This design comes from an exercise in tuning for small area on the open sky130 flow, not from production work. At most, simulation tests tie the RTL to the original design; equivalence was not proved. For run 1, only the layout was checked, not whether the RTL still works. No activity file was given, so power comes from the tool's default toggle rates.

==> flow/design.v, too long to show whole: its modules and the start of the top module <==
// module Ducks_Rom: 1861 lines
// module Ducks_Drawer: 64 lines
// module Gun: 49 lines
// module Shot_Builder: 87 lines
// module RGe: 13 lines
// module Collision_Control: 18 lines
// module RAdd: 14 lines
// module Comparator: 21 lines
// module RDec: 13 lines
// module LfsrTimer: 11 lines
// module CLK_Divider: 15 lines
// module SineWave: 44 lines
// module Control_Drawer: 25 lines
// module VGA_LOGIC: 42 lines
// module Main: 128 lines
module Main(
	input clk,
	input reset,
	input izq,
	input der,
	input fire,
	input reload,
	output [1:0]red_out,
	output [1:0]green_out,
	output [1:0]blue_out,
	output hsync,
	output vsync,
	output reg [7:0]led,
	output shouldFinish,
	output [3:0]data_sound
	);
  // ...
==> flow/run.sh <==
#!/bin/bash
# synth_recipe.tcl (not shown) runs the flow's synth.tcl, then flattens the netlist and writes it again
# the make line also repeats each setting of config.mk as NAME=value (left out here)
make -C /OpenROAD-flow-scripts/flow DESIGN_CONFIG=/design/flow/config.mk WORK_HOME=/design/flow/orfs CLKGATE_MAP_FILE= SYNTH_SCRIPT=/design/flow/synth_recipe.tcl finish
==> flow/config.mk <==
export PLATFORM = sky130hd
export DESIGN_NAME = Main
export DESIGN_NICKNAME = Main
export VERILOG_FILES = /design/flow/design.v
export SDC_FILE = /design/flow/constraint.sdc
export NUM_CORES = 4
export LEC_CHECK = 0
export CAP_MARGIN = 20
export CORE_MARGIN = 2
export CORE_UTILIZATION = 40
export CTS_BUF_LIST = sky130_fd_sc_hd__clkbuf_16
export CTS_CLUSTER_DIAMETER = 80
export CTS_CLUSTER_SIZE = 30
export SLEW_MARGIN = 20
export SYNTH_MEMORY_MAX_BITS = 16384
==> flow/constraint.sdc <==
create_clock -name core_clock -period 20.0 [get_ports {clk}]
set_input_delay 4.0000 -clock core_clock [delete_from_list [all_inputs] [get_ports {clk}]]
set_output_delay 4.0000 -clock core_clock [all_outputs]
set_load 0.01 [all_outputs]
==> flow_summary.toml, run 1 <==
[clocking]
cts_tree = "built"
clock_latency_ns = 0.62
numCtsBuffers = 35
ctsResizeCount = 0
cts_setup_buffers = 0

[floorplanning]
taps = 1080
die_w_microns = 293
fp.dieArea_sq_mm = 0.0859
core_sq_mm = 0.0832

[logic_synthesis]
synthMuxAreaShare_pct = 1.50
synthAdderAreaFrac_pct = 23.6
synth_top_area_share_pct = 26.5

[pwr]
powerClk_mw = 0.847
p_comb_mw = 0.131
pwr-share-seq_pct = 53.0
intPower_mw = 1.52

[routing]
met2WireLength_mm = 41.2
wl_met3_mm = 4.36
num_vias = 25700
wirelength_mm = 89.9

[status]
status = "finished clean"

[setup_path]
worstPathMaxFanout = 12
r2r_cells = 38
critical_path_class = "register to register"
endpoint = "CC.C.collision"

[flow_run]
maxCapViolCount = 0

[finish]
n_fill_cell = 8165
diodes = 0
fin_area_sq_mm = 0.0360

[global_routing]
antenna_found_initial = 0
grt_usage_pct = 20.9
grtUsageMet2_pct = 34.0
grt_pass1_vias = 25200

[sta]
hold_viol = 0
setup_slack_ns = 10.17
drv_slew = 0

[min_path]
hold_depth = 0
==> module Ducks_Drawer, before the edit <==
module Ducks_Drawer(
	input clk,
	input en,
	input reset,
	input collision,
	input tickX,
	input tickY,
	input flipY,
	input [10:0] sv,       
	input [11:0] h,        
	output reg [11:0] address,    
	output reg draw,
	output signed [10:0] nxt_x,    
	output signed [9:0] nxt_y
	);
	parameter
		initial_posY = 10'sd150,
		initial_posX = 11'sd594,
		start_down = 1;
	reg signed [10:0] pos_x;
	reg signed [9:0] pos_y;
	reg down;           
	reg shouldStop;
	wire down_n = down ^ (tickY & (flipY ^ shouldStop));
	wire [9:0] py_n;
	RAdd #(10) ay(pos_y, tickY ? {{9{~down_n}}, 1'b1} : 10'd0, 1'b0, py_n);
	wire stop_n = (tickY ? 1'b0 : shouldStop) | ($signed(py_n) >= 10'sd200) | ($signed(py_n) <= -10'sd40);
	wire [10:0] px_d;
	RDec #(11) ax(pos_x, tickX, px_d);
	wire [10:0] px_n = ($signed(px_d) < -11'sd46 || collision) ? 11'sd640 : px_d;
	wire [10:0] dy;
	wire [11:0] dx;
	RAdd #(11) sy(sv, ~{py_n[9], py_n}, 1'b1, dy);     
	RAdd #(12) sx(h, ~{px_n[10], px_n}, 1'b1, dx);      
	wire inY = !dy[10] && dy < 11'd40;
	wire inX = !dx[11] && dx < 12'd46;
	wire [5:0] row = address[11:6];
	wire [5:0] col = address[5:0];
	wire wrap = (row == 6'd44) && (col == 6'd23);
	wire eol = (col == 6'd45);
	wire [5:0] row_i, col_i;
	RAdd #(6) ar(row, 6'd0, eol, row_i);
	RAdd #(6) ac(col, 6'd0, 1'b1, col_i);
	wire [11:0] addr_i = !inX ? address : wrap ? 12'd0 : {row_i, eol ? 6'd0 : col_i};
	assign nxt_x = !en ? pos_x : reset ? initial_posX : px_n;
	assign nxt_y = !en ? pos_y : reset ? initial_posY : py_n;
	always @(posedge clk) begin
		pos_x <= nxt_x;
		pos_y <= nxt_y;
		if (en) begin
			if (reset) begin
				address <= 12'd0;
				draw <= 1'b0;
				down <= start_down;
				shouldStop <= 1'b0;
			end else begin
				down <= down_n;
				shouldStop <= stop_n;
				draw <= inY & inX;
				address <= inY ? addr_i : 12'd0;
			end
		end
	end
endmodule
==> module Shot_Builder, before the edit <==
module Shot_Builder(
	input clk,
	input en,
	input fire,
	input reset,
	input tick,
	input [9:0] pos_x,
	input [9:0] hcount,
	input [9:0] vcount,
	input [9:0] vnext,      
	output [9:0] sel_y,
	output [9:0] sel_x,
	output reg draw
	);
	reg [2:0] new_place;    
	reg instantiate;
	reg shouldInstantiate;
	reg [7:0] valid;
	reg [9:0] Y [0:7];
	reg [9:0] X [0:7];
	reg [7:0] f0, f1;
	wire adv = instantiate && valid[new_place];
	wire [2:0] place_n = adv ? new_place : new_place - 3'd1;    
	wire launch = !fire && shouldInstantiate;
	assign sel_y = Y[0];
	assign sel_x = X[0];
	wire n0 = vnext >= 10'd424 && vnext <= 10'd434;
	wire n1 = vnext >= 10'd423 && vnext <= 10'd433;
	wire [9:0] y0n;
	wire [10:0] d0;
	RAdd #(11) ad0({vnext[9], vnext}, ~{y0n[9], y0n}, 1'b1, d0);    
	wire r0 = !d0[10] && d0 <= 11'd10;                           
	wire r1 = (d0 == 11'h7ff) || (!d0[10] && d0 <= 11'd9);       
	wire [7:0] in_shot;
	genvar g;
	generate for (g = 0; g < 8; g = g + 1) begin : slot
		localparam integer N = (g + 1) % 8;    
		wire [9:0] y = Y[N];
		wire [9:0] x = X[N];
		wire v = valid[N];
		wire a0 = f0[N], a1 = f1[N];
		wire sel = launch && place_n == g;
		wire alive = y != 10'h3f5;    
		wire [9:0] y_d;
		RDec #(10) ad(y, 1'b1, y_d);
		wire [9:0] yn = (en && reset) ? 10'h3f5 : (en && tick && alive) ? y_d : (en && sel) ? 10'd424 : y;
		wire b0 = (en && reset) ? 1'b0 : (en && tick && alive) ? a1 : (en && sel) ? n0 : a0;
		wire b1 = (en && reset) ? 1'b0 : (en && tick && alive) ? a1 : (en && sel) ? n1 : a1;
		if (g == 0) begin : refresh
			assign y0n = yn;
		end
		always @(posedge clk) begin
			Y[g] <= yn;
			f0[g] <= (g == 0) ? r0 : b0;
			f1[g] <= (g == 0) ? r1 : b1;
			if (en && reset) begin
				valid[g] <= 1'b0;
				X[g] <= 10'd0;
			end else if (en) begin
				valid[g] <= (tick && !alive) ? 1'b0 : sel | v;
				X[g] <= sel ? pos_x : x;
			end else begin
				valid[g] <= v;
				X[g] <= x;
			end
		end
		wire [9:0] Xc = X[g];
		wire [10:0] dx;
		RAdd #(11) sx({1'b0, hcount}, ~{1'b0, Xc}, 1'b1, dx);    
		wire inX = !dx[10] && dx[9:3] == 7'd0;
		assign in_shot[g] = inX & f0[g];
	end endgenerate
	always @(posedge clk) begin
		if (en && reset) begin
			new_place <= 3'd7;
			instantiate <= 1'b0;
			shouldInstantiate <= 1'b0;
			draw <= 1'b0;
		end else if (en) begin
			new_place <= place_n;
			instantiate <= launch | (instantiate & !adv);
			shouldInstantiate <= fire;
			draw <= |in_shot;
		end else
			new_place <= new_place - 3'd1;
	end
endmodule
==> module Collision_Control, before the edit <==
module Collision_Control(
	input clk,
	input [10:0] nx1, input [9:0] ny1,
	input [10:0] nx2, input [9:0] ny2,
	input [10:0] nx3, input [9:0] ny3,
	input [10:0] nx4, input [9:0] ny4,
	input [9:0] bullet_y,
	input [9:0] bullet_x,
	output collision1,
	output collision2,
	output collision3,
	output collision4
	);
	Comparator C (clk, nx1, ny1, bullet_y, bullet_x, collision1);
	Comparator C2(clk, nx2, ny2, bullet_y, bullet_x, collision2);
	Comparator C3(clk, nx3, ny3, bullet_y, bullet_x, collision3);
	Comparator C4(clk, nx4, ny4, bullet_y, bullet_x, collision4);
endmodule
==> module Comparator, before the edit <==
module Comparator(
	input clk,
	input signed [10:0] duckPos_x,
	input signed [9:0] duckPos_y,
	input signed [9:0] bulletPosition_y,
	input [9:0] bulletPosition_x,
	output reg collision
	);
	wire [11:0] dx;
	wire [10:0] dy;
	RAdd #(12) sx({duckPos_x[10], duckPos_x}, ~{2'b00, bulletPosition_x}, 1'b1, dx);
	RAdd #(11) sy({duckPos_y[9], duckPos_y}, ~{bulletPosition_y[9], bulletPosition_y}, 1'b1, dy);
	wire dxz = ~|dx;
	wire dyz = ~|dy;
	wire dx_p = !dx[11] && dx[10:4] == 7'd0 && (dx[3:0] <= 4'd8);
	wire dy_p = !dy[10] && dy[9:4] == 6'd0 && (dy[3:0] <= 4'd10);
	wire dx_n = dx[11] && (&dx[10:6]) && (dx[5:0] >= 6'd18);
	wire dy_n = dy[10] && (&dy[9:6]) && (dy[5:0] >= 6'd24);
	always @(posedge clk)
		collision <= (dx_p && dy_p) || ((dx_n || dxz) && (dy_n || dyz));
endmodule
==> module Control_Drawer, before the edit <==
module Control_Drawer(
	input clk,
	input duck_draw1,
	input duck_draw2,
	input duck_draw3,
	input duck_draw4,
	input gun_drawer,
	input shot_drawer,
	input [11:0] address1,
	input [11:0] address2,
	input [11:0] address3,
	input [11:0] address4,
	input gun_data,
	output reg [5:0] data,
	output reg draw
	);
	wire [11:0] address = duck_draw1 ? address1 : duck_draw2 ? address2 : duck_draw3 ? address3 : address4;
	wire [5:0] duck_data;
	Ducks_Rom rom(address[11:6], address[5:0], duck_data);
	wire duck = duck_draw1 | duck_draw2 | duck_draw3 | duck_draw4;
	always @(posedge clk) begin
		draw <= duck | gun_drawer | shot_drawer;
		data <= duck ? duck_data : gun_drawer ? {1'b0, gun_data, 1'b0, gun_data, 2'b00} : 6'b101010;
	end
endmodule
==> module VGA_LOGIC, before the edit <==
module VGA_LOGIC(
	input clk,
	input reset,
	input [5:0]rgb_in,
	input draw,
	output reg [1:0]red_out,
	output reg [1:0]green_out,
	output reg [1:0]blue_out,
	output reg hsync,
	output reg vsync,
	output [9:0]hor_count,
	output [9:0]ver_count,
	output [9:0]ver_next     
	);
	reg [9:0] hcount;
	reg [9:0] vcount;
	reg [5:0] color;
	assign hor_count = hcount;
	assign ver_count = vcount;
	assign ver_next = reset ? 10'd0 : vn;
	wire hwrap = (hcount == 10'd799);
	wire vwrap = (vcount == 10'd524);
	wire [9:0] hn = hwrap ? 10'd0 : hcount + 10'd1;
	wire [9:0] vn;
	assign vn = hwrap ? (vwrap ? 10'd0 : vcount + 10'd1) : vcount;
	wire vis = (hn < 10'd640) && (vn < 10'd480);
	always @(posedge clk) begin
		vsync <= !(vn >= 10'd490 && vn < 10'd492);
		hsync <= !(hn >= 10'd656 && hn < 10'd752);
		{red_out, green_out, blue_out} <= vis ? color : 6'b0;
		if (reset) begin
			hcount <= 10'd0;
			vcount <= 10'd0;
			color <= 6'b0;
		end else begin
			hcount <= hn;
			vcount <= vn;
			if (vis)
				color <= draw ? rgb_in : (vn < 10'd240) ? 6'b001111 : (vn < 10'd264) ? 6'b001100 : 6'b001000;
		end
	end
endmodule
==> module Main, before the edit <==
module Main(
	input clk,
	input reset,
	input izq,
	input der,
	input fire,
	input reload,
	output [1:0]red_out,
	output [1:0]green_out,
	output [1:0]blue_out,
	output hsync,
	output vsync,
	output reg [7:0]led,
	output shouldFinish,
	output [3:0]data_sound
	);
	wire [9:0] hcount;
	wire [9:0] vcount;
	wire [9:0] vnext;
	wire tickY, tick667, tickX3, tickG, tickS;
	LfsrTimer #(.W(14), .TAPS(14'h2015), .SEED(14'h1), .LAST(14'h28d2)) tY(clk, reset, tickY);     
	LfsrTimer #(.W(10), .TAPS(10'h240), .SEED(10'h1), .LAST(10'h252)) tX(clk, reset, tick667);     
	LfsrTimer #(.W(12), .TAPS(12'h829), .SEED(12'h1), .LAST(12'hfa9)) tX3(clk, reset, tickX3);    
	LfsrTimer #(.W(11), .TAPS(11'h500), .SEED(11'h1), .LAST(11'h213)) tG(clk, reset, tickG);      
	LfsrTimer #(.W(11), .TAPS(11'h500), .SEED(11'h1), .LAST(11'h674)) tS(clk, reset, tickS);      
	reg [4:0] contI;      
	reg [1:0] m3, m4;     
	reg [5:0] c40;        
	reg [4:0] segs;
	wire flipY = tickY && (contI == 5'd29);
	wire tickX1 = tick667 && (m3 == 2'd2);
	wire tickX4 = tick667 && (m4 == 2'd3);
	wire sec = tickS && (c40 == 6'd39);
	assign shouldFinish = (segs == 5'd30);
	wire en = !shouldFinish;
	always @(posedge clk) begin
		if (reset) begin
			contI <= 5'd0;
			m3 <= 2'd0;
			m4 <= 2'd0;
			c40 <= 6'd0;
			segs <= 5'd0;
		end else begin
			if (tickY)
				contI <= flipY ? 5'd0 : contI + 5'd1;
			if (tick667) begin
				m3 <= (m3 == 2'd2) ? 2'd0 : m3 + 2'd1;
				m4 <= m4 + 2'd1;
			end
			if (tickS)
				c40 <= sec ? 6'd0 : c40 + 6'd1;
			if (sec && segs < 5'd30)
				segs <= segs + 5'd1;
		end
	end
	wire [10:0] sv = {vcount[9], vcount};
	wire [11:0] h12 = {2'b00, hcount};
	wire collision1, collision2, collision3, collision4;
	wire draw1, draw2, draw3, draw4;
	wire [11:0] addr1, addr2, addr3, addr4;    
	wire [10:0] nx1, nx2, nx3, nx4;
	wire [9:0] ny1, ny2, ny3, ny4;
	Ducks_Drawer #(.initial_posY(10'sd0),   .initial_posX(-11'sd100), .start_down(1))
		DD (clk, en, reset, collision1, tickX1, tickY, 1'b0, sv, h12, addr1, draw1, nx1, ny1);
	Ducks_Drawer #(.initial_posY(10'sd180), .initial_posX(-11'sd200), .start_down(0))
		DD2(clk, en, reset, collision2, tickX1, tickY, 1'b0, sv, h12, addr2, draw2, nx2, ny2);
	Ducks_Drawer #(.initial_posY(10'sd110), .initial_posX(-11'sd50),  .start_down(0))
		DD3(clk, en, reset, collision3, tickX3, tickY, flipY, sv, h12, addr3, draw3, nx3, ny3);
	Ducks_Drawer #(.initial_posY(10'sd70),  .initial_posX(-11'sd400), .start_down(0))
		DD4(clk, en, reset, collision4, tickX4, tickY, flipY, sv, h12, addr4, draw4, nx4, ny4);
	reg [2:0] bullet_counter;
	reg fired;
	wire fire_up = (bullet_counter != 3'd0) && fire;
	always @(posedge clk) begin
		if (reset) begin
			fired <= 1'b0;
			bullet_counter <= 3'd4;
		end else begin
			fired <= fire;
			if (!fire && fired && (reload || bullet_counter != 3'd0))
				bullet_counter <= reload ? 3'd3 : bullet_counter - 3'd1;
			else if (reload)
				bullet_counter <= 3'd4;
		end
	end
	wire gun_data, gun_draw;
	wire [9:0] gun_x;
	Gun g(clk, en, reset, tickG, hcount, vcount, izq, der, bullet_counter, gun_data, gun_draw, gun_x);
	wire [9:0] bullet_y, bullet_x;
	wire shot_draw;
	Shot_Builder SB(clk, en, fire_up, reset, tickS, gun_x, hcount, vcount, vnext, bullet_y, bullet_x, shot_draw);
	Collision_Control CC(clk, nx1, ny1, nx2, ny2, nx3, ny3, nx4, ny4, bullet_y, bullet_x,
		collision1, collision2, collision3, collision4);
	wire collisions = collision1 | collision2 | collision3 | collision4;
	reg hasCollisioned;
	always @(posedge clk) begin
		if (reset) begin
			hasCollisioned <= 1'b0;
			led <= 8'd0;
		end else begin
			hasCollisioned <= collisions;
			if (!collisions && hasCollisioned)
				led <= led + 8'd1;
		end
	end
	wire clk_c, clk_g;
	CLK_Divider #(.W(11), .TAPS(11'h500), .SEED(11'h1), .LAST(11'h580)) clk_div_c(.clk(clk), .reset(reset), .clk1hz(clk_c));
	CLK_Divider #(.W(10), .TAPS(10'h240), .SEED(10'h1), .LAST(10'h27d)) clk_div_g(.clk(clk), .reset(reset), .clk1hz(clk_g));
	reg [4:0] address_sineWave;
	reg temp, temp_q;
	always @(posedge clk) begin
		temp_q <= temp;
		if (reset)
			address_sineWave <= 5'd0;
		else if (temp && !temp_q)
			address_sineWave <= address_sineWave + 5'd1;
		if (reset)
			temp <= 1'b0;
		else
			temp <= collisions ? clk_g : fire_up ? clk_c : 1'b0;
	end
	SineWave rom(address_sineWave, data_sound);
	wire draw;
	wire [5:0] data;
	Control_Drawer CD(clk, draw1, draw2, draw3, draw4, gun_draw, shot_draw,
		addr1, addr2, addr3, addr4, gun_data, data, draw);
	VGA_LOGIC vga(clk, reset, data, draw, red_out, green_out, blue_out, hsync, vsync, hcount, vcount, vnext);
endmodule
==> run 2, diff against run 1 <==
--- a/flow/design.v
+++ b/flow/design.v
@@ -1,15 +1,14 @@
 `timescale 1ns / 1ps
 module Ducks_Rom(
 	input [5:0] row,
 	input [5:0] col,
-	output reg [5:0] data
+	output reg [2:0] k        
 	);
-	reg [2:0] k;
 	always @(*) begin
 		case ({row, col})
 			12'd0: k = 3'd2;
 			12'd1: k = 3'd2;
 			12'd2: k = 3'd2;
 			12'd3: k = 3'd2;
 			12'd4: k = 3'd2;
 			12'd5: k = 3'd2;
@@ -1844,55 +1843,37 @@
 			12'd2536: k = 3'd2;
 			12'd2537: k = 3'd2;
 			12'd2538: k = 3'd2;
 			12'd2539: k = 3'd2;
 			12'd2540: k = 3'd2;
 			12'd2541: k = 3'd2;
 			default: k = 3'd0;
 		endcase
-		case (k)
-			3'd0: data = 6'h00;
-			3'd1: data = 6'h02;
-			3'd2: data = 6'h0f;
-			3'd3: data = 6'h22;
-			3'd4: data = 6'h35;
-			3'd5: data = 6'h3f;
-			default: data = 6'h00;
-		endcase
 	end
 endmodule
 `timescale 1ns / 1ps
 module Ducks_Drawer(
 	input clk,
 	input en,
 	input reset,
 	input collision,
 	input tickX,
-	input tickY,
-	input flipY,
+	input [9:0] y_next,    
 	input [10:0] sv,       
 	input [11:0] h,        
 	output reg [11:0] address,    
 	output reg draw,
 	output signed [10:0] nxt_x,    
 	output signed [9:0] nxt_y
 	);
 	parameter
-		initial_posY = 10'sd150,
-		initial_posX = 11'sd594,
-		start_down = 1;
+		initial_posX = 11'sd594;
 	reg signed [10:0] pos_x;
-	reg signed [9:0] pos_y;
-	reg down;           
-	reg shouldStop;
-	wire down_n = down ^ (tickY & (flipY ^ shouldStop));
-	wire [9:0] py_n;
-	RAdd #(10) ay(pos_y, tickY ? {{9{~down_n}}, 1'b1} : 10'd0, 1'b0, py_n);
-	wire stop_n = (tickY ? 1'b0 : shouldStop) | ($signed(py_n) >= 10'sd200) | ($signed(py_n) <= -10'sd40);
+	wire [9:0] py_n = y_next;
 	wire [10:0] px_d;
 	RDec #(11) ax(pos_x, tickX, px_d);
 	wire [10:0] px_n = ($signed(px_d) < -11'sd46 || collision) ? 11'sd640 : px_d;
 	wire [10:0] dy;
 	wire [11:0] dx;
 	RAdd #(11) sy(sv, ~{py_n[9], py_n}, 1'b1, dy);     
 	RAdd #(12) sx(h, ~{px_n[10], px_n}, 1'b1, dx);      
 	wire inY = !dy[10] && dy < 11'd40;
@@ -1901,29 +1882,24 @@
 	wire [5:0] col = address[5:0];
 	wire wrap = (row == 6'd44) && (col == 6'd23);
 	wire eol = (col == 6'd45);
 	wire [5:0] row_i, col_i;
 	RAdd #(6) ar(row, 6'd0, eol, row_i);
 	RAdd #(6) ac(col, 6'd0, 1'b1, col_i);
 	wire [11:0] addr_i = !inX ? address : wrap ? 12'd0 : {row_i, eol ? 6'd0 : col_i};
 	assign nxt_x = !en ? pos_x : reset ? initial_posX : px_n;
-	assign nxt_y = !en ? pos_y : reset ? initial_posY : py_n;
+	assign nxt_y = y_next;
 	always @(posedge clk) begin
 		pos_x <= nxt_x;
-		pos_y <= nxt_y;
 		if (en) begin
 			if (reset) begin
 				address <= 12'd0;
 				draw <= 1'b0;
-				down <= start_down;
-				shouldStop <= 1'b0;
 			end else begin
-				down <= down_n;
-				shouldStop <= stop_n;
 				draw <= inY & inX;
 				address <= inY ? addr_i : 12'd0;
 			end
 		end
 	end
 endmodule
 `timescale 1ns / 1ps
 module Gun(
@@ -1981,52 +1957,53 @@
 	input en,
 	input fire,
 	input reset,
 	input tick,
 	input [9:0] pos_x,
 	input [9:0] hcount,
 	input [9:0] vcount,
 	input [9:0] vnext,      
-	output [9:0] sel_y,
+	output [8:0] sel_y,     
 	output [9:0] sel_x,
 	output reg draw
 	);
 	reg [2:0] new_place;    
 	reg instantiate;
 	reg shouldInstantiate;
 	reg [7:0] valid;
-	reg [9:0] Y [0:7];
+	reg [8:0] Y [0:7];      
 	reg [9:0] X [0:7];
 	reg [7:0] f0, f1;
 	wire adv = instantiate && valid[new_place];
 	wire [2:0] place_n = adv ? new_place : new_place - 3'd1;    
 	wire launch = !fire && shouldInstantiate;
 	assign sel_y = Y[0];
 	assign sel_x = X[0];
 	wire n0 = vnext >= 10'd424 && vnext <= 10'd434;
 	wire n1 = vnext >= 10'd423 && vnext <= 10'd433;
-	wire [9:0] y0n;
+	wire [8:0] y0n;
 	wire [10:0] d0;
-	RAdd #(11) ad0({vnext[9], vnext}, ~{y0n[9], y0n}, 1'b1, d0);    
-	wire r0 = !d0[10] && d0 <= 11'd10;                           
-	wire r1 = (d0 == 11'h7ff) || (!d0[10] && d0 <= 11'd9);       
+	RAdd #(11) ad0({vnext[9], vnext}, ~{2'b00, y0n}, 1'b1, d0);    
+	wire signed [10:0] d0s = d0;
+	wire r0 = d0s >= -11'sd11 && d0s <= -11'sd1;     
+	wire r1 = d0s >= -11'sd12 && d0s <= -11'sd2;     
 	wire [7:0] in_shot;
 	genvar g;
 	generate for (g = 0; g < 8; g = g + 1) begin : slot
 		localparam integer N = (g + 1) % 8;    
-		wire [9:0] y = Y[N];
+		wire [8:0] y = Y[N];
 		wire [9:0] x = X[N];
 		wire v = valid[N];
 		wire a0 = f0[N], a1 = f1[N];
 		wire sel = launch && place_n == g;
-		wire alive = y != 10'h3f5;    
-		wire [9:0] y_d;
-		RDec #(10) ad(y, 1'b1, y_d);
-		wire [9:0] yn = (en && reset) ? 10'h3f5 : (en && tick && alive) ? y_d : (en && sel) ? 10'd424 : y;
+		wire alive = y != 9'd0;    
+		wire [8:0] y_d;
+		RDec #(9) ad(y, 1'b1, y_d);
+		wire [8:0] yn = (en && reset) ? 9'd0 : (en && tick && alive) ? y_d : (en && sel) ? 9'd435 : y;
 		wire b0 = (en && reset) ? 1'b0 : (en && tick && alive) ? a1 : (en && sel) ? n0 : a0;
 		wire b1 = (en && reset) ? 1'b0 : (en && tick && alive) ? a1 : (en && sel) ? n1 : a1;
 		if (g == 0) begin : refresh
 			assign y0n = yn;
 		end
 		always @(posedge clk) begin
 			Y[g] <= yn;
 			f0[g] <= (g == 0) ? r0 : b0;
@@ -2079,17 +2056,17 @@
 endmodule
 `timescale 1ns / 1ps
 module Collision_Control(
 	input clk,
 	input [10:0] nx1, input [9:0] ny1,
 	input [10:0] nx2, input [9:0] ny2,
 	input [10:0] nx3, input [9:0] ny3,
 	input [10:0] nx4, input [9:0] ny4,
-	input [9:0] bullet_y,
+	input [8:0] bullet_y,     
 	input [9:0] bullet_x,
 	output collision1,
 	output collision2,
 	output collision3,
 	output collision4
 	);
 	Comparator C (clk, nx1, ny1, bullet_y, bullet_x, collision1);
 	Comparator C2(clk, nx2, ny2, bullet_y, bullet_x, collision2);
@@ -2110,32 +2087,30 @@
 		assign s[i] = a[i] ^ b[i] ^ c[i];
 		assign c[i+1] = (a[i] & b[i]) | (a[i] & c[i]) | (b[i] & c[i]);
 	end endgenerate
 endmodule
 module Comparator(
 	input clk,
 	input signed [10:0] duckPos_x,
 	input signed [9:0] duckPos_y,
-	input signed [9:0] bulletPosition_y,
+	input [8:0] bulletPosition_y,     
 	input [9:0] bulletPosition_x,
 	output reg collision
 	);
 	wire [11:0] dx;
 	wire [10:0] dy;
 	RAdd #(12) sx({duckPos_x[10], duckPos_x}, ~{2'b00, bulletPosition_x}, 1'b1, dx);
-	RAdd #(11) sy({duckPos_y[9], duckPos_y}, ~{bulletPosition_y[9], bulletPosition_y}, 1'b1, dy);
-	wire dxz = ~|dx;
-	wire dyz = ~|dy;
-	wire dx_p = !dx[11] && dx[10:4] == 7'd0 && (dx[3:0] <= 4'd8);
-	wire dy_p = !dy[10] && dy[9:4] == 6'd0 && (dy[3:0] <= 4'd10);
-	wire dx_n = dx[11] && (&dx[10:6]) && (dx[5:0] >= 6'd18);
-	wire dy_n = dy[10] && (&dy[9:6]) && (dy[5:0] >= 6'd24);
+	RAdd #(11) sy({duckPos_y[9], duckPos_y}, ~{2'b00, bulletPosition_y}, 1'b1, dy);    
+	wire signed [11:0] dxs = dx;
+	wire signed [10:0] dys = dy;
+	wire a = dxs >= 12'sd0 && dxs <= 12'sd8 && dys >= -11'sd11 && dys <= -11'sd1;
+	wire b = dxs >= -12'sd46 && dxs <= 12'sd0 && dys >= -11'sd51 && dys <= -11'sd11;
 	always @(posedge clk)
-		collision <= (dx_p && dy_p) || ((dx_n || dxz) && (dy_n || dyz));
+		collision <= a || b;
 endmodule
 module RDec #(parameter W = 8) (
 	input [W-1:0] a,
 	input b,
 	output [W-1:0] s
 	);
 	wire [W:0] c;
 	assign c[0] = b;
@@ -2226,33 +2201,33 @@
 	input duck_draw4,
 	input gun_drawer,
 	input shot_drawer,
 	input [11:0] address1,
 	input [11:0] address2,
 	input [11:0] address3,
 	input [11:0] address4,
 	input gun_data,
-	output reg [5:0] data,
+	output reg [2:0] data,
 	output reg draw
 	);
 	wire [11:0] address = duck_draw1 ? address1 : duck_draw2 ? address2 : duck_draw3 ? address3 : address4;
-	wire [5:0] duck_data;
+	wire [2:0] duck_data;
 	Ducks_Rom rom(address[11:6], address[5:0], duck_data);
 	wire duck = duck_draw1 | duck_draw2 | duck_draw3 | duck_draw4;
 	always @(posedge clk) begin
 		draw <= duck | gun_drawer | shot_drawer;
-		data <= duck ? duck_data : gun_drawer ? {1'b0, gun_data, 1'b0, gun_data, 2'b00} : 6'b101010;
+		data <= duck ? duck_data : gun_drawer ? {gun_data, gun_data, 1'b0} : 3'd7;
 	end
 endmodule
 `timescale 1ns / 1ps
 module VGA_LOGIC(
 	input clk,
 	input reset,
-	input [5:0]rgb_in,
+	input [2:0]rgb_in,      
 	input draw,
 	output reg [1:0]red_out,
 	output reg [1:0]green_out,
 	output reg [1:0]blue_out,
 	output reg hsync,
 	output reg vsync,
 	output [9:0]hor_count,
 	output [9:0]ver_count,
@@ -2264,30 +2239,42 @@
 	assign hor_count = hcount;
 	assign ver_count = vcount;
 	assign ver_next = reset ? 10'd0 : vn;
 	wire hwrap = (hcount == 10'd799);
 	wire vwrap = (vcount == 10'd524);
 	wire [9:0] hn = hwrap ? 10'd0 : hcount + 10'd1;
 	wire [9:0] vn;
 	assign vn = hwrap ? (vwrap ? 10'd0 : vcount + 10'd1) : vcount;
+	reg [5:0] rgb;
+	always @(*)
+		case (rgb_in)
+			3'd0: rgb = 6'h00;
+			3'd1: rgb = 6'h02;
+			3'd2: rgb = 6'h0f;
+			3'd3: rgb = 6'h22;
+			3'd4: rgb = 6'h35;
+			3'd5: rgb = 6'h3f;
+			3'd6: rgb = 6'h14;
+			default: rgb = 6'h2a;
+		endcase
 	wire vis = (hn < 10'd640) && (vn < 10'd480);
 	always @(posedge clk) begin
 		vsync <= !(vn >= 10'd490 && vn < 10'd492);
 		hsync <= !(hn >= 10'd656 && hn < 10'd752);
 		{red_out, green_out, blue_out} <= vis ? color : 6'b0;
 		if (reset) begin
 			hcount <= 10'd0;
 			vcount <= 10'd0;
 			color <= 6'b0;
 		end else begin
 			hcount <= hn;
 			vcount <= vn;
 			if (vis)
-				color <= draw ? rgb_in : (vn < 10'd240) ? 6'b001111 : (vn < 10'd264) ? 6'b001100 : 6'b001000;
+				color <= draw ? rgb :  (vn < 10'd240) ? 6'b001111 : (vn < 10'd264) ? 6'b001100 : 6'b001000;
 		end
 	end
 endmodule
 `timescale 1ns / 1ps
 module Main(
 	input clk,
 	input reset,
 	input izq,
@@ -2307,61 +2294,70 @@
 	wire [9:0] vcount;
 	wire [9:0] vnext;
 	wire tickY, tick667, tickX3, tickG, tickS;
 	LfsrTimer #(.W(14), .TAPS(14'h2015), .SEED(14'h1), .LAST(14'h28d2)) tY(clk, reset, tickY);     
 	LfsrTimer #(.W(10), .TAPS(10'h240), .SEED(10'h1), .LAST(10'h252)) tX(clk, reset, tick667);     
 	LfsrTimer #(.W(12), .TAPS(12'h829), .SEED(12'h1), .LAST(12'hfa9)) tX3(clk, reset, tickX3);    
 	LfsrTimer #(.W(11), .TAPS(11'h500), .SEED(11'h1), .LAST(11'h213)) tG(clk, reset, tickG);      
 	LfsrTimer #(.W(11), .TAPS(11'h500), .SEED(11'h1), .LAST(11'h674)) tS(clk, reset, tickS);      
-	reg [4:0] contI;      
 	reg [1:0] m3, m4;     
 	reg [5:0] c40;        
 	reg [4:0] segs;
-	wire flipY = tickY && (contI == 5'd29);
 	wire tickX1 = tick667 && (m3 == 2'd2);
 	wire tickX4 = tick667 && (m4 == 2'd3);
 	wire sec = tickS && (c40 == 6'd39);
 	assign shouldFinish = (segs == 5'd30);
 	wire en = !shouldFinish;
 	always @(posedge clk) begin
 		if (reset) begin
-			contI <= 5'd0;
 			m3 <= 2'd0;
 			m4 <= 2'd0;
 			c40 <= 6'd0;
 			segs <= 5'd0;
 		end else begin
-			if (tickY)
-				contI <= flipY ? 5'd0 : contI + 5'd1;
 			if (tick667) begin
 				m3 <= (m3 == 2'd2) ? 2'd0 : m3 + 2'd1;
 				m4 <= m4 + 2'd1;
 			end
 			if (tickS)
 				c40 <= sec ? 6'd0 : c40 + 6'd1;
 			if (sec && segs < 5'd30)
 				segs <= segs + 5'd1;
 		end
 	end
+	reg [8:0] k;
+	reg [5:0] j;
+	wire [8:0] k_n = (en && reset) ? 9'd0 : (en && tickY) ? k + 9'd1 : k;
+	wire [5:0] j_n = (en && reset) ? 6'd1 : (en && tickY) ? ((j == 6'd59) ? 6'd0 : j + 6'd1) : j;
+	always @(posedge clk) begin
+		k <= k_n;
+		j <= j_n;
+	end
+	wire [9:0] kx = {1'b0, k_n};
+	wire [9:0] y1n = (k_n <= 9'd200) ? kx : 10'd400 - kx;
+	wire [9:0] y2n = (k_n <= 9'd220) ? 10'd180 - kx : kx - 10'd260;
+	wire [5:0] tri_ = (j_n <= 6'd30) ? j_n : 6'd60 - j_n;
+	wire [9:0] y3n = 10'd111 - {4'd0, tri_};
+	wire [9:0] y4n = 10'd71 - {4'd0, tri_};
 	wire [10:0] sv = {vcount[9], vcount};
 	wire [11:0] h12 = {2'b00, hcount};
 	wire collision1, collision2, collision3, collision4;
 	wire draw1, draw2, draw3, draw4;
 	wire [11:0] addr1, addr2, addr3, addr4;    
 	wire [10:0] nx1, nx2, nx3, nx4;
 	wire [9:0] ny1, ny2, ny3, ny4;
-	Ducks_Drawer #(.initial_posY(10'sd0),   .initial_posX(-11'sd100), .start_down(1))
-		DD (clk, en, reset, collision1, tickX1, tickY, 1'b0, sv, h12, addr1, draw1, nx1, ny1);
-	Ducks_Drawer #(.initial_posY(10'sd180), .initial_posX(-11'sd200), .start_down(0))
-		DD2(clk, en, reset, collision2, tickX1, tickY, 1'b0, sv, h12, addr2, draw2, nx2, ny2);
-	Ducks_Drawer #(.initial_posY(10'sd110), .initial_posX(-11'sd50),  .start_down(0))
-		DD3(clk, en, reset, collision3, tickX3, tickY, flipY, sv, h12, addr3, draw3, nx3, ny3);
-	Ducks_Drawer #(.initial_posY(10'sd70),  .initial_posX(-11'sd400), .start_down(0))
-		DD4(clk, en, reset, collision4, tickX4, tickY, flipY, sv, h12, addr4, draw4, nx4, ny4);
+	Ducks_Drawer #(.initial_posX(-11'sd100))
+		DD (clk, en, reset, collision1, tickX1, y1n, sv, h12, addr1, draw1, nx1, ny1);
+	Ducks_Drawer #(.initial_posX(-11'sd200))
+		DD2(clk, en, reset, collision2, tickX1, y2n, sv, h12, addr2, draw2, nx2, ny2);
+	Ducks_Drawer #(.initial_posX(-11'sd50))
+		DD3(clk, en, reset, collision3, tickX3, y3n, sv, h12, addr3, draw3, nx3, ny3);
+	Ducks_Drawer #(.initial_posX(-11'sd400))
+		DD4(clk, en, reset, collision4, tickX4, y4n, sv, h12, addr4, draw4, nx4, ny4);
 	reg [2:0] bullet_counter;
 	reg fired;
 	wire fire_up = (bullet_counter != 3'd0) && fire;
 	always @(posedge clk) begin
 		if (reset) begin
 			fired <= 1'b0;
 			bullet_counter <= 3'd4;
 		end else begin
@@ -2370,17 +2366,18 @@
 				bullet_counter <= reload ? 3'd3 : bullet_counter - 3'd1;
 			else if (reload)
 				bullet_counter <= 3'd4;
 		end
 	end
 	wire gun_data, gun_draw;
 	wire [9:0] gun_x;
 	Gun g(clk, en, reset, tickG, hcount, vcount, izq, der, bullet_counter, gun_data, gun_draw, gun_x);
-	wire [9:0] bullet_y, bullet_x;
+	wire [8:0] bullet_y;     
+	wire [9:0] bullet_x;
 	wire shot_draw;
 	Shot_Builder SB(clk, en, fire_up, reset, tickS, gun_x, hcount, vcount, vnext, bullet_y, bullet_x, shot_draw);
 	Collision_Control CC(clk, nx1, ny1, nx2, ny2, nx3, ny3, nx4, ny4, bullet_y, bullet_x,
 		collision1, collision2, collision3, collision4);
 	wire collisions = collision1 | collision2 | collision3 | collision4;
 	reg hasCollisioned;
 	always @(posedge clk) begin
 		if (reset) begin
@@ -2405,13 +2402,13 @@
 			address_sineWave <= address_sineWave + 5'd1;
 		if (reset)
 			temp <= 1'b0;
 		else
 			temp <= collisions ? clk_g : fire_up ? clk_c : 1'b0;
 	end
 	SineWave rom(address_sineWave, data_sound);
 	wire draw;
-	wire [5:0] data;
+	wire [2:0] data;
 	Control_Drawer CD(clk, draw1, draw2, draw3, draw4, gun_draw, shot_draw,
 		addr1, addr2, addr3, addr4, gun_data, data, draw);
 	VGA_LOGIC vga(clk, reset, data, draw, red_out, green_out, blue_out, hsync, vsync, hcount, vcount, vnext);
 endmodule
==> flow/config.mk (replaced) <==
export PLATFORM = sky130hd
export DESIGN_NAME = Main
export DESIGN_NICKNAME = Main
export VERILOG_FILES = /design/flow/design.v
export SDC_FILE = /design/flow/constraint.sdc
export NUM_CORES = 4
export LEC_CHECK = 0
export CAP_MARGIN = 20
export CORE_MARGIN = 2
export CORE_UTILIZATION = 40
export CTS_BUF_LIST = sky130_fd_sc_hd__clkbuf_16
export CTS_CLUSTER_DIAMETER = 60
export CTS_CLUSTER_SIZE = 25
export SLEW_MARGIN = 20
export SYNTH_MEMORY_MAX_BITS = 16384
==> flow_summary.toml, run 2 <==
[sta]
drv_slew = 0
hold_viol = 0
finalSetupViolations = 0
relSlewSlack_pct = 30.6
worst_slew_pin_slew_ns = 1.03
fin_crit_sh_pct = 51.7
fin_tns_setup_ns = 0
period_minus_slack_ns = 10.33
hold_slack_ns = 0.432
fmax_mhz = 96.8
clock-skew-final_ns = 0.0538
rsz0062_at_grt = "false"
setup_slack_ns = 9.67

[finish]
fin_cells = 4350
nets = 3767
largestRegisters = "SB.X x80, SB.Y x72, tY.s x14"
layout_commonest_cell = "dfxtp_1"
final_cell_mix = "dfxtp_1 (402), nand2_1 (330), inv_1 (315)"
largest-register = "SB.X"
largest_reg_flops = 80
diodes = 0
fin_util_pct = 44.2
areaGrowthSynthToFinish_pct = 9.37
drive_gt1_share_pct = 5.52

[routing]
vias_per_cell = 5.47
drt_first_pass_iters = 7
num_vias = 23800
drt_iter0_markers = 1799
drt.antenna.violating_nets = 0
wirelength_mm = 78.2
wire_per_inst_microns = 18.0
drc_errors = 0

[flow_run]
maxCapViolCount = 0

[setup_path]
slowest_delay_ns = 0.84
critical_path_class = "primary input to register"
cp.required_ns = 20.46
r2r_cells = 39
cp_common_cell = "fa_1"
worstPathMaxFanout = 82
arrival_ns = 10.79
cp_slowest_cell = "and2_4"
regToRegStartpoint = "tX.s[0]"
end_kind = "register"
r2r_setup_slack_ns = 10.73
cp-start-kind = "primary input"
worstReg2RegEnd = "CC.C.collision"

[pwr]
p_leak_nw = 13.3
vdd_ir_drop_max_mv = 0.0675
power_density_mw_per_mm2 = 62.9

[logic_synthesis]
syn_nets = 3802
synth_top_area_share_pct = 26.3
ys_seq_area_share_pct = 33.5
ys_types = 107
synth_area_leaders = "dfxtp_1 (26%), fa_1 (13%), ha_1 (9.5%), edfxtp_1 (7.3%), nand2_1 (4.1%)"
synth_top_cells_by_count = "dfxtp_1 (402), nand2_1 (331), nor2_1 (314), inv_1 (313), ha_1 (232)"
synth_area_sq_mm = 0.0306
postSynthCellCount = 3368
yosys.area.top_type = "dfxtp_1"
ys_warn_count = 23
synth_edf_count = 74
yosys.cell_count.top_type = "dfxtp_1"
ys_ff_latch = 476
synth-async-reset-ratio_pct = 0
syn_area_per_cell_sq_um = 9.09
synth_flop_cell = "dfxtp_1"

[floorplanning]
die_y_microns = 281
core_sq_mm = 0.0758
num_rows = 101
fp.dieArea_sq_mm = 0.0788
num_io_pins = 27
initial_utilization_pct = 40.4
die_w_microns = 281

[global_routing]
grt_pass1_wl_mm = 128
grt_max_degree = 83
antenna_found_initial = 0
grt_usage_pct = 20.1
grt_pass1_vias = 23600
grt_overflow_total = 0

[clocking]
clkSinkCount = 476
clkTransAtPathRegs_ns = 0.07
clock_latency_ns = 0.64
clock_path_buffers = 3
htreeDepth = 2
cts_setup_buffers = 0
cts_tree = "built"
ctsResizeCount = 0
clock-root-buffer = "clkbuf_16"
postCtsHoldBufs = 0
numCtsBuffers = 47

[place]
post-place-ws_ns = 8.93
hpwl_mm = 57.8
io_buffers = 26
placed_cells = 4261
gp_congestion = 0.898

[min_path]
hold_depth = 1
whs_endpoint = "tX.s[9]"
hp-start = "tX.s[8]"
hold_class = "register to register"

[status]
status = "finished clean"
[run 2: final cells by class]
type	instances	area, sq um
Clock inverter	40	479
Sequential cell	476	10300
Fill cell	7392	42300
Multi-Input combinational cell	2429	18600
Timing Repair Buffer	57	494
Clock buffer	48	1200
Inverter	322	1220
Tap cell	978	1220
[run 2: cell families (layout without fill, tap and decap cells)]
logic type	Yosys count	after routing	synth area share (%)
simple gates	1223	1223	20.1
compound gates	626	626	13.6
flops	476	476	33.5
buf+inv	463	467	5.81
fa+ha+maj	441	441	22.7
xor+xnor	100	100	2.91
mux	39	39	1.38
[run 2: how the worst max path moves through the flow]
stage                from              to  cells after the start
finish              reset   DD.address[0]                     27
global route        reset   DD.address[5]                     27
CTS                 reset   DD.address[2]                     26
detailed placement  reset  DD.address[10]                     26
global placement    reset  DD.address[10]                     26
floorplan           reset   DD.address[0]                     26
[run 2: report_power, final]
part           internal, mW  switching [mW]
clock network         0.515           0.450
registers             0.986          0.0150
logic                0.0545          0.0866
[run 2: routing by layer]
| metal | vias up | track usage (%) | part of all wire, % |
|---|---|---|---|
| met5 | - | 0 | 0 |
| li1 | 11600 | - | - |
| met1 | 11500 | 27.4 | 46 |
| met3 | 155 | 2.33 | 4.5 |
| met2 | 606 | 33.3 | 46 |
| met4 | 0 | 6.27 | 2.8 |
[run 2: stage by stage]
| step | total power [mW] | instance area [sq um] |
|---|---|---|
| finish | 2.11 | 33500 |
| global route | 2.19 | 33500 |
| CTS | 2.13 | 33500 |
| detailed placement | 1.16 | 31800 |
| global placement | 1.16 | 31800 |
| floorplan | 1.12 | 30600 |
[run 2: critical path: cells and delay by family]
family          cells  cell delay [ns]
fa+ha+maj          10             2.86
compound gates      5             1.59
simple gates        6             1.53
buf+inv             5             0.52
mux                 1             0.24
==> run 3, diff against run 2 <==
--- a/flow/design.v
+++ b/flow/design.v
@@ -1861,21 +1861,19 @@
 	input [10:0] sv,       
-	input [11:0] h,        
+	input [10:0] h,        
 	output reg [11:0] address,    
 	output reg draw,
-	output signed [10:0] nxt_x,    
+	output [9:0] nxt_x,    
 	output signed [9:0] nxt_y
 	);
-	parameter
-		initial_posX = 11'sd594;
-	reg signed [10:0] pos_x;
+	reg [9:0] pos_x;       
 	wire [9:0] py_n = y_next;
-	wire [10:0] px_d;
-	RDec #(11) ax(pos_x, tickX, px_d);
-	wire [10:0] px_n = ($signed(px_d) < -11'sd46 || collision) ? 11'sd640 : px_d;
+	wire [9:0] px_d;
+	RDec #(10) ax(pos_x, tickX, px_d);
+	wire [9:0] px_n = (px_d == 10'd0 || collision) ? 10'd687 : px_d;    
 	wire [10:0] dy;
-	wire [11:0] dx;
+	wire [10:0] dx;
 	RAdd #(11) sy(sv, ~{py_n[9], py_n}, 1'b1, dy);     
-	RAdd #(12) sx(h, ~{px_n[10], px_n}, 1'b1, dx);      
+	RAdd #(11) sx(h, ~{1'b0, px_n}, 1'b1, dx);          
 	wire inY = !dy[10] && dy < 11'd40;
-	wire inX = !dx[11] && dx < 12'd46;
+	wire inX = $signed(dx) >= -11'sd47 && $signed(dx) <= -11'sd2;    
 	wire [5:0] row = address[11:6];
@@ -1888,3 +1886,3 @@
 	wire [11:0] addr_i = !inX ? address : wrap ? 12'd0 : {row_i, eol ? 6'd0 : col_i};
-	assign nxt_x = !en ? pos_x : reset ? initial_posX : px_n;
+	assign nxt_x = !en ? pos_x : reset ? 10'd0 : px_n;
 	assign nxt_y = y_next;
@@ -1978,2 +1976,3 @@
 	wire launch = !fire && shouldInstantiate;
+	wire run = en && !reset;
 	assign sel_y = Y[0];
@@ -2000,5 +1999,6 @@
 		RDec #(9) ad(y, 1'b1, y_d);
-		wire [8:0] yn = (en && reset) ? 9'd0 : (en && tick && alive) ? y_d : (en && sel) ? 9'd435 : y;
-		wire b0 = (en && reset) ? 1'b0 : (en && tick && alive) ? a1 : (en && sel) ? n0 : a0;
-		wire b1 = (en && reset) ? 1'b0 : (en && tick && alive) ? a1 : (en && sel) ? n1 : a1;
+		wire rst = (g % 3 == 0) && en && reset;
+		wire [8:0] yn = rst ? 9'd0 : (run && tick && alive) ? y_d : (run && sel) ? 9'd435 : y;
+		wire b0 = rst ? 1'b0 : (run && tick && alive) ? a1 : (run && sel) ? n0 : a0;
+		wire b1 = rst ? 1'b0 : (run && tick && alive) ? a1 : (run && sel) ? n1 : a1;
 		if (g == 0) begin : refresh
@@ -2010,6 +2010,6 @@
 			f1[g] <= (g == 0) ? r1 : b1;
-			if (en && reset) begin
+			if (rst) begin
 				valid[g] <= 1'b0;
 				X[g] <= 10'd0;
-			end else if (en) begin
+			end else if (run) begin
 				valid[g] <= (tick && !alive) ? 1'b0 : sel | v;
@@ -2059,6 +2059,6 @@
 	input clk,
-	input [10:0] nx1, input [9:0] ny1,
-	input [10:0] nx2, input [9:0] ny2,
-	input [10:0] nx3, input [9:0] ny3,
-	input [10:0] nx4, input [9:0] ny4,
+	input [9:0] nx1, input [9:0] ny1,
+	input [9:0] nx2, input [9:0] ny2,
+	input [9:0] nx3, input [9:0] ny3,
+	input [9:0] nx4, input [9:0] ny4,
 	input [8:0] bullet_y,     
@@ -2092,3 +2092,3 @@
 	input clk,
-	input signed [10:0] duckPos_x,
+	input [9:0] duckPos_x,         
 	input signed [9:0] duckPos_y,
@@ -2098,10 +2098,10 @@
 	);
-	wire [11:0] dx;
+	wire [10:0] dx;
 	wire [10:0] dy;
-	RAdd #(12) sx({duckPos_x[10], duckPos_x}, ~{2'b00, bulletPosition_x}, 1'b1, dx);
+	RAdd #(11) sx({1'b0, duckPos_x}, ~{1'b0, bulletPosition_x}, 1'b1, dx);    
 	RAdd #(11) sy({duckPos_y[9], duckPos_y}, ~{2'b00, bulletPosition_y}, 1'b1, dy);    
-	wire signed [11:0] dxs = dx;
+	wire signed [10:0] dxs = dx;
 	wire signed [10:0] dys = dy;
-	wire a = dxs >= 12'sd0 && dxs <= 12'sd8 && dys >= -11'sd11 && dys <= -11'sd1;
-	wire b = dxs >= -12'sd46 && dxs <= 12'sd0 && dys >= -11'sd51 && dys <= -11'sd11;
+	wire a = dxs >= 11'sd47 && dxs <= 11'sd55 && dys >= -11'sd11 && dys <= -11'sd1;
+	wire b = dxs >= 11'sd1 && dxs <= 11'sd47 && dys >= -11'sd51 && dys <= -11'sd11;
 	always @(posedge clk)
@@ -2341,3 +2341,3 @@
 	wire [10:0] sv = {vcount[9], vcount};
-	wire [11:0] h12 = {2'b00, hcount};
+	wire [10:0] h11 = {1'b0, hcount};
 	wire collision1, collision2, collision3, collision4;
@@ -2345,12 +2345,12 @@
 	wire [11:0] addr1, addr2, addr3, addr4;    
-	wire [10:0] nx1, nx2, nx3, nx4;
+	wire [9:0] nx1, nx2, nx3, nx4;      
 	wire [9:0] ny1, ny2, ny3, ny4;
-	Ducks_Drawer #(.initial_posX(-11'sd100))
-		DD (clk, en, reset, collision1, tickX1, y1n, sv, h12, addr1, draw1, nx1, ny1);
-	Ducks_Drawer #(.initial_posX(-11'sd200))
-		DD2(clk, en, reset, collision2, tickX1, y2n, sv, h12, addr2, draw2, nx2, ny2);
-	Ducks_Drawer #(.initial_posX(-11'sd50))
-		DD3(clk, en, reset, collision3, tickX3, y3n, sv, h12, addr3, draw3, nx3, ny3);
-	Ducks_Drawer #(.initial_posX(-11'sd400))
-		DD4(clk, en, reset, collision4, tickX4, y4n, sv, h12, addr4, draw4, nx4, ny4);
+	Ducks_Drawer
+		DD (clk, en, reset, collision1, tickX1, y1n, sv, h11, addr1, draw1, nx1, ny1);
+	Ducks_Drawer
+		DD2(clk, en, reset, collision2, tickX1, y2n, sv, h11, addr2, draw2, nx2, ny2);
+	Ducks_Drawer
+		DD3(clk, en, reset, collision3, tickX3, y3n, sv, h11, addr3, draw3, nx3, ny3);
+	Ducks_Drawer
+		DD4(clk, en, reset, collision4, tickX4, y4n, sv, h11, addr4, draw4, nx4, ny4);
 	reg [2:0] bullet_counter;
==> flow_summary.toml, run 3 <==
[status]
status = "finished clean"

[setup_path]
end_kind = "register"
path_cells = "buf_4 > nand2_1 > o21ai_1 > clkinv_1 > nor2_1 > a221oi_2 > mux2i_1 > inv_1 > fa_1 > inv_1 > fa_1 > fa_1 > fa_1 > fa_1 > fa_1 > fa_1 > fa_1 > inv_1 > ha_1 > or4b_2 > a2111oi_0 > a31oi_1 > nor4_1"
slowest_delay_ns = 0.77
cp_common_cell = "fa_1"
cp_top_family = "adder cells"
worst-path-buf-inv = 5
cp-start-kind = "primary input"
critical_path_class = "primary input to register"
cp.required_ns = 20.51
cp_slowest_cell = "a221oi_2"
r2r_setup_slack_ns = 10.67
worstPathMaxFanout = 21
arrival_ns = 11.20

[pwr]
power_density_mw_per_mm2 = 84.7
vdd_ir_drop_max_mv = 0.0716
intPower_mw = 1.79
p_leak_nw = 13.1
switching_share_pct = 35.8
p_comb_share_pct = 27.5
netSwitchingPower_mw = 1.00
pwr-share-seq_pct = 38.2
pwr-share-clk_pct = 34.4

[logic_synthesis]
yosys.area.top_type = "dfxtp_1"
synthMuxAreaShare_pct = 2.75
synth_edf_count = 74
ys_warn_count = 20
ys_types = 88
synth-async-reset-ratio_pct = 0
synth_top_family_by_area = "adder cells"
postSynthCellCount = 3244
syn_nets = 3666
synth_flop_cell = "dfxtp_1"
synth_top_area_share_pct = 26.6
synthAdderAreaFrac_pct = 22.7
yosys.cell_count.top_type = "dfxtp_1"
synth_area_leaders = "dfxtp_1 (27%), fa_1 (13%), ha_1 (9.1%), edfxtp_1 (7.4%), nand2_1 (4.2%)"
ys_ff_latch = 472
synth-simple-area-share_pct = 20.0
synth_top_cells_by_count = "dfxtp_1 (398), nand2_1 (335), inv_1 (291), nor2_1 (246), ha_1 (219)"
synth_area_sq_mm = 0.0300
synth_compound_area_share_pct = 12.4
synth_xor_area_share_pct = 2.78
ys_seq_area_share_pct = 34.0
syn_area_per_cell_sq_um = 9.24

[clocking]
clkSinkCount = 472
postCtsHoldBufs = 0
cts_setup_buffers = 0
ctsResizeCount = 0
clock_path_buffers = 3
htreeDepth = 2
clock-root-buffer = "clkbuf_16"
cts_tree = "built"
clkTransAtPathRegs_ns = 0.09
clock_latency_ns = 0.65
numCtsBuffers = 44

[routing]
drt.antenna.violating_nets = 0
wirelength_mm = 80.0
num_vias = 23300
drc_errors = 0
vias_per_cell = 5.51
wire_per_inst_microns = 18.9
drt_first_pass_iters = 6
drt_iter0_markers = 1776

[finish]
areaGrowthSynthToFinish_pct = 9.95
final_cell_mix = "dfxtp_1 (398), nand2_1 (335), inv_1 (292)"
drive_gt1_share_pct = 6.20
largestRegisters = "SB.X x80, SB.Y x72, tY.s x14"
layout_commonest_cell = "dfxtp_1"
largest_reg_flops = 80
n_fill_cell = 7248
largest-register = "SB.X"
fin_util_pct = 44.4
fin_area_sq_mm = 0.0330
nets = 3645

[floorplanning]
num_io_pins = 27
fp.dieArea_sq_mm = 0.0772
die_y_microns = 278
die_w_microns = 278
num_rows = 100
initial_utilization_pct = 40.3
core_sq_mm = 0.0743

[sta]
fin_tns_setup_ns = 0
fmax_mhz = 93.6
fin_crit_sh_pct = 53.4
setup_slack_ns = 9.31
hold_slack_ns = 0.436
finalSetupViolations = 0
relSlewSlack_pct = 24.3
drv_slew = 0
period_minus_slack_ns = 10.69
hold_viol = 0
clock-skew-final_ns = 0.0725
rsz0062_at_grt = "false"
worst_slew_pin_slew_ns = 1.12

[global_routing]
grt_usage_pct = 20.7
grt_pass1_wl_mm = 128
grt_pass1_vias = 22900
grt_overflow_total = 0
antenna_found_initial = 1
grt_max_degree = 65

[flow_run]
maxCapViolCount = 0

[place]
io_buffers = 26
post_dp_cell_area_sq_mm = 0.0312
hpwl_mm = 59.4
post-place-ws_ns = 8.78
gp_congestion = 0.914

[min_path]
hold_class = "register to register"
-- run 3: routing by layer --
| metal | up-vias | global-route usage [%] | share of wire [%] |
|---|---|---|---|
| met3 | 152 | 3.27 | 5.7 |
| met5 | - | 0.313 | 0 |
| met1 | 11200 | 27.9 | 45 |
| li1 | 11300 | - | - |
| met2 | 684 | 33.9 | 46 |
| met4 | 0 | 6.82 | 2.9 |
-- run 3: area by class of cell --
cell class / instances / area [sq um] / share of cell area, %
tap: 969 / 1210 / 3.68
timing repair buffer: 58 / 498 / 1.51
sequential: 472 / 10200 / 30.9
clock inverter: 38 / 616 / 1.87
antenna: 1 / 2.50 / 0.00759
clock buffer: 44 / 1100 / 3.34
inverter: 299 / 1120 / 3.40
multi-input combinational: 2348 / 18200 / 55.3
-- run 3: logic make-up after synthesis --
logic type / count (synthesis)
flops: 472
compound gates: 567
mux: 75
xor+xnor: 95
fa+ha+maj: 428
buf+inv: 424
simple gates: 1183
-- run 3: path summary, 6_finish.rpt --
path	cells past startpoint	end	startpoint
worst max-delay path	23	CC.C2.collision	reset
worst min-delay path	1	tY.s[9]	tY.s[8]
worst max register to register	38	DD4.address[2]	tX.s[0]
worst min register to register	1	tY.s[9]	tY.s[8]
-- run 3: power by group through the flow --
stage          clock network [mW]  logic, mW  registers [mW]
3_3_place_gp                    0      0.749            1.09
3_5_place_dp                    0      0.760            1.09
2_1_floorplan                   0      0.565            1.07
4_1_cts                     0.979      0.765            1.07
6_report                    0.960      0.768            1.07
5_1_grt                      1.02      0.881            1.07
-- run 3: worst reg2reg max path: cells and delay by family (launching register included) --
| kind | cells | cell delay, ns |
|---|---|---|
| adder cells (fa/ha/maj) | 19 | 4.38 |
| flip-flops | 1 | 0.32 |
| buffers and inverters | 6 | 0.38 |
| XOR/XNOR | 1 | 0.09 |
| AND/OR/NAND/NOR | 12 | 3.74 |
-- run 3: per-stage QoR --
step / cells / power (mW)
3_5_place_dp: 4146 / 1.85
4_1_cts: 4228 / 2.81
2_1_floorplan: 3244 / 1.64
3_3_place_gp: 4146 / 1.84
5_1_grt: 4228 / 2.97
6_report: 4229 / 2.79
==> run 4, diff against run 3 <==
==> flow/flow/run.sh (new file) <==
#!/bin/bash
# Own layout flow: the standard flow (standard.sh, unchanged synthesis),
# with clock tree synthesis run without dummy loads and with sinks clustered
# 28 to a clkbuf_16 leaf buffer within 70 um.
set -euo pipefail
CTS="-sink_clustering_enable -repair_clock_nets -dont_use_dummy_load -sink_clustering_size 28 -sink_clustering_max_diameter 70 -buf_list sky130_fd_sc_hd__clkbuf_16"
bash standard.sh "CTS_ARGS=$CTS" finish > layout.log 2>&1
==> flow/standard.sh (new file) <==
#!/bin/bash
# synth_recipe.tcl (not shown) runs the flow's synth.tcl, then flattens the netlist and writes it again
# the make line also repeats each setting of config.mk as NAME=value (left out here)
make -C /OpenROAD-flow-scripts/flow DESIGN_CONFIG=/design/flow/config.mk WORK_HOME=/design/flow/orfs CLKGATE_MAP_FILE= SYNTH_SCRIPT=/design/flow/synth_recipe.tcl "${@:-finish}"
removed: flow/run.sh
==> flow_summary.toml, run 4 <==
[pwr]
p_leak_nw = 12.7
power_mw = 2.49
vdd_ir_drop_max_mv = 0.0714
power_density_mw_per_mm2 = 77.5

[setup_path]
regToRegStartpoint = "tX.s[0]"
arrival_ns = 11.21
cp-start-kind = "primary input"
end_kind = "register"
worstPathMaxFanout = 21
critical_path_class = "primary input to register"
startpoint = "reset"
cp.required_ns = 20.45

[routing]
wirelength_mm = 79.4
drt_iter0_markers = 1746
num_vias = 23100
drc_errors = 0
drt_first_pass_iters = 5
wire_per_inst_microns = 19.0
vias_per_cell = 5.53
drt.antenna.violating_nets = 0

[clocking]
ctsResizeCount = 0
numCtsBuffers = 37
cts_tree = "built"
cts_setup_buffers = 0
clkTransAtPathRegs_ns = 0.10
clock_path_buffers = 3
clock_latency_ns = 0.63
clock-root-buffer = "clkbuf_16"
postCtsHoldBufs = 0
htreeDepth = 2
clkSinkCount = 472

[logic_synthesis]
synth_edf_count = 74
ys_types = 88
ys_seq_area_share_pct = 34.0
yosys.area.top_type = "dfxtp_1"
yosys.cell_count.top_type = "dfxtp_1"
synth_top_cells_by_count = "dfxtp_1 (398), nand2_1 (335), inv_1 (291), nor2_1 (246), ha_1 (219)"
syn_area_per_cell_sq_um = 9.24
synth_area_leaders = "dfxtp_1 (27%), fa_1 (13%), ha_1 (9.1%), edfxtp_1 (7.4%), nand2_1 (4.2%)"
ys_warn_count = 20
syn_nets = 3666
synth-async-reset-ratio_pct = 0
synth_top_area_share_pct = 26.6
synth_flop_cell = "dfxtp_1"
ys_ff_latch = 472
postSynthCellCount = 3244
synth_area_sq_mm = 0.0300

[floorplanning]
die_y_microns = 278
core_sq_mm = 0.0743
die_w_microns = 278
num_io_pins = 27
num_rows = 100
fp.dieArea_sq_mm = 0.0772
initial_utilization_pct = 40.3

[global_routing]
grt_usage_pct = 20.6
grt_pass1_wl_mm = 127
grt_pass1_vias = 22600
antenna_found_initial = 0
grt_overflow_total = 0
grt_max_degree = 65

[finish]
largestRegisters = "SB.X x80, SB.Y x72, tY.s x14"
largest_reg_flops = 80
diodes = 0
final_cell_mix = "dfxtp_1 (398), nand2_1 (335), inv_1 (291)"
areaGrowthSynthToFinish_pct = 7.31
largest-register = "SB.X"
fin_util_pct = 43.3
nets = 3638
layout_commonest_cell = "dfxtp_1"
drive_gt1_share_pct = 4.92

[place]
gp_congestion = 0.914
hpwl_mm = 59.4
io_buffers = 26

[sta]
period_minus_slack_ns = 10.76
relSlewSlack_pct = 27.3
worst_slew_pin_slew_ns = 1.08
hold_viol = 0
fin_tns_setup_ns = 0
finalSetupViolations = 0
fmax_mhz = 92.9
hold_slack_ns = 0.371
drv_slew = 0
clock-skew-final_ns = 0.131
rsz0062_at_grt = "false"
fin_crit_sh_pct = 53.8

[flow_run]
maxCapViolCount = 0

[min_path]
hp-start = "SB.X[6][1]"
hold_class = "register to register"

[status]
status = "finished clean"
==> run 4: final timing paths <==
| path | endpoint | slack [ns] | cells past startpoint |
|---|---|---|---|
| setup / recovery | CC.C2.collision | 9.24 | 23 |
| hold / removal | SB.X[5][1] | 0.37 | 1 |
| setup reg to reg | DD4.address[2] | 10.64 | 38 |
| hold reg to reg | SB.X[5][1] | 0.37 | 1 |
==> run 4: cell families (layout without fill, tap and decap cells) <==
kind of cell             Yosys count  count (layout)  share of synthesized area [%]
AND/OR/NAND/NOR                 1183            1183                           20.0
AO/OA/AOI/OAI                    567             567                           12.4
flip-flops                       472             472                           34.0
adder cells (fa/ha/maj)          428             428                           22.7
buffers and inverters            424             394                           5.35
XOR/XNOR                          95              95                           2.78
multiplexers                      75              75                           2.75
==> run 4: final cells by class <==
cell class / instances / area (sq um)
Fill cell: 7330 / 42200
Multi-Input combinational cell: 2348 / 18200
Sequential cell: 472 / 10200
Tap cell: 969 / 1210
Inverter: 299 / 1120
Clock buffer: 37 / 926
Timing Repair Buffer: 58 / 498
==> run 4: routing by layer <==
layer  GRT usage [%]  part of all wire, %  up-vias
met2            33.8                   47      667
met1            27.7                   45    11100
met4            6.31                  2.7        0
met5           0.313                    0        -
met3            3.33                  5.7      125
li1                -                    -    11200
==> run 4: power by group <==
| part | switching (mW) | internal (mW) | total, mW |
|---|---|---|---|
| logic | 0.468 | 0.298 | 0.767 |
| clock network | 0.333 | 0.327 | 0.660 |
| registers | 0.0413 | 1.03 | 1.07 |
| total | 0.843 | 1.65 | 2.49 |
==> run 4: worst max-delay path: stages <==
cell and delay, ns:
buf_4 0.13, nand2_1 0.67, o21ai_1 0.37, clkinv_1 0.26, nor2_1 0.08, a221oi_2 0.77, mux2i_1 0.23, inv_1 0.12
fa_1 0.18, inv_1 0.05, fa_1 0.38, fa_1 0.42, fa_1 0.40, fa_1 0.40, fa_1 0.39, fa_1 0.40
fa_1 0.39, inv_1 0.07, ha_1 0.11, or4b_2 0.62, a2111oi_0 0.44, a31oi_1 0.14, nor4_1 0.18
==> run 4: metrics by stage <==
stage / setup slack (ns) / instance area [sq um] / std cells
6_report: 9.24 / 32200 / 4183
5_1_grt: 8.80 / 32200 / 4183
4_1_cts: 9.35 / 32200 / 4183
3_5_place_dp: 8.78 / 31200 / 4146
3_3_place_gp: 8.97 / 31200 / 4146
2_1_floorplan: 9.92 / 30000 / 3244

[separate check: timing with driven ports]
The results above use ideal ports. As a check the final layouts listed here were re-extracted and re-timed, cells and wires unchanged. Step 1, drivers: a clkbuf_16 drives clk and a buf_2 each remaining input, both assumed. Step 2 adds t to the input delays and takes it off the output delays; t is the mean of the earliest and latest rising clock arrival at the registers after step 1. Input paths then give back, and output paths get back, about the clock's delay inside the block. Slacks: ideal ports / drivers / drivers and shift; pairs: ideal ports / drivers.
run | t (ns) | slack for setup (ns) | worst hold slack (ns) | worst register clock-pin slew, ns | worst slew at a driven data input, ns
run 1 | 0.645 | 10.168 / 10.168 / 9.722 | 0.379 / 0.379 / 0.379 | 0.12 / 0.12 | 0.03
run 2 | 0.675 | 9.666 / 9.678 / 9.003 | 0.432 / 0.432 / 0.432 | 0.08 / 0.08 | 0.06
run 3 | 0.679 | 9.311 / 9.350 / 8.671 | 0.436 / 0.436 / 0.436 | 0.09 / 0.09 | 0.04
run 4 | 0.627 | 9.241 / 9.281 / 8.654 | 0.371 / 0.371 / 0.371 | 0.10 / 0.10 | 0.04
After both steps every run listed still meets setup and hold. The setup slack of run 2, which loses most, moves by +0.012 ns with the drivers and by -0.663 ns with both steps.
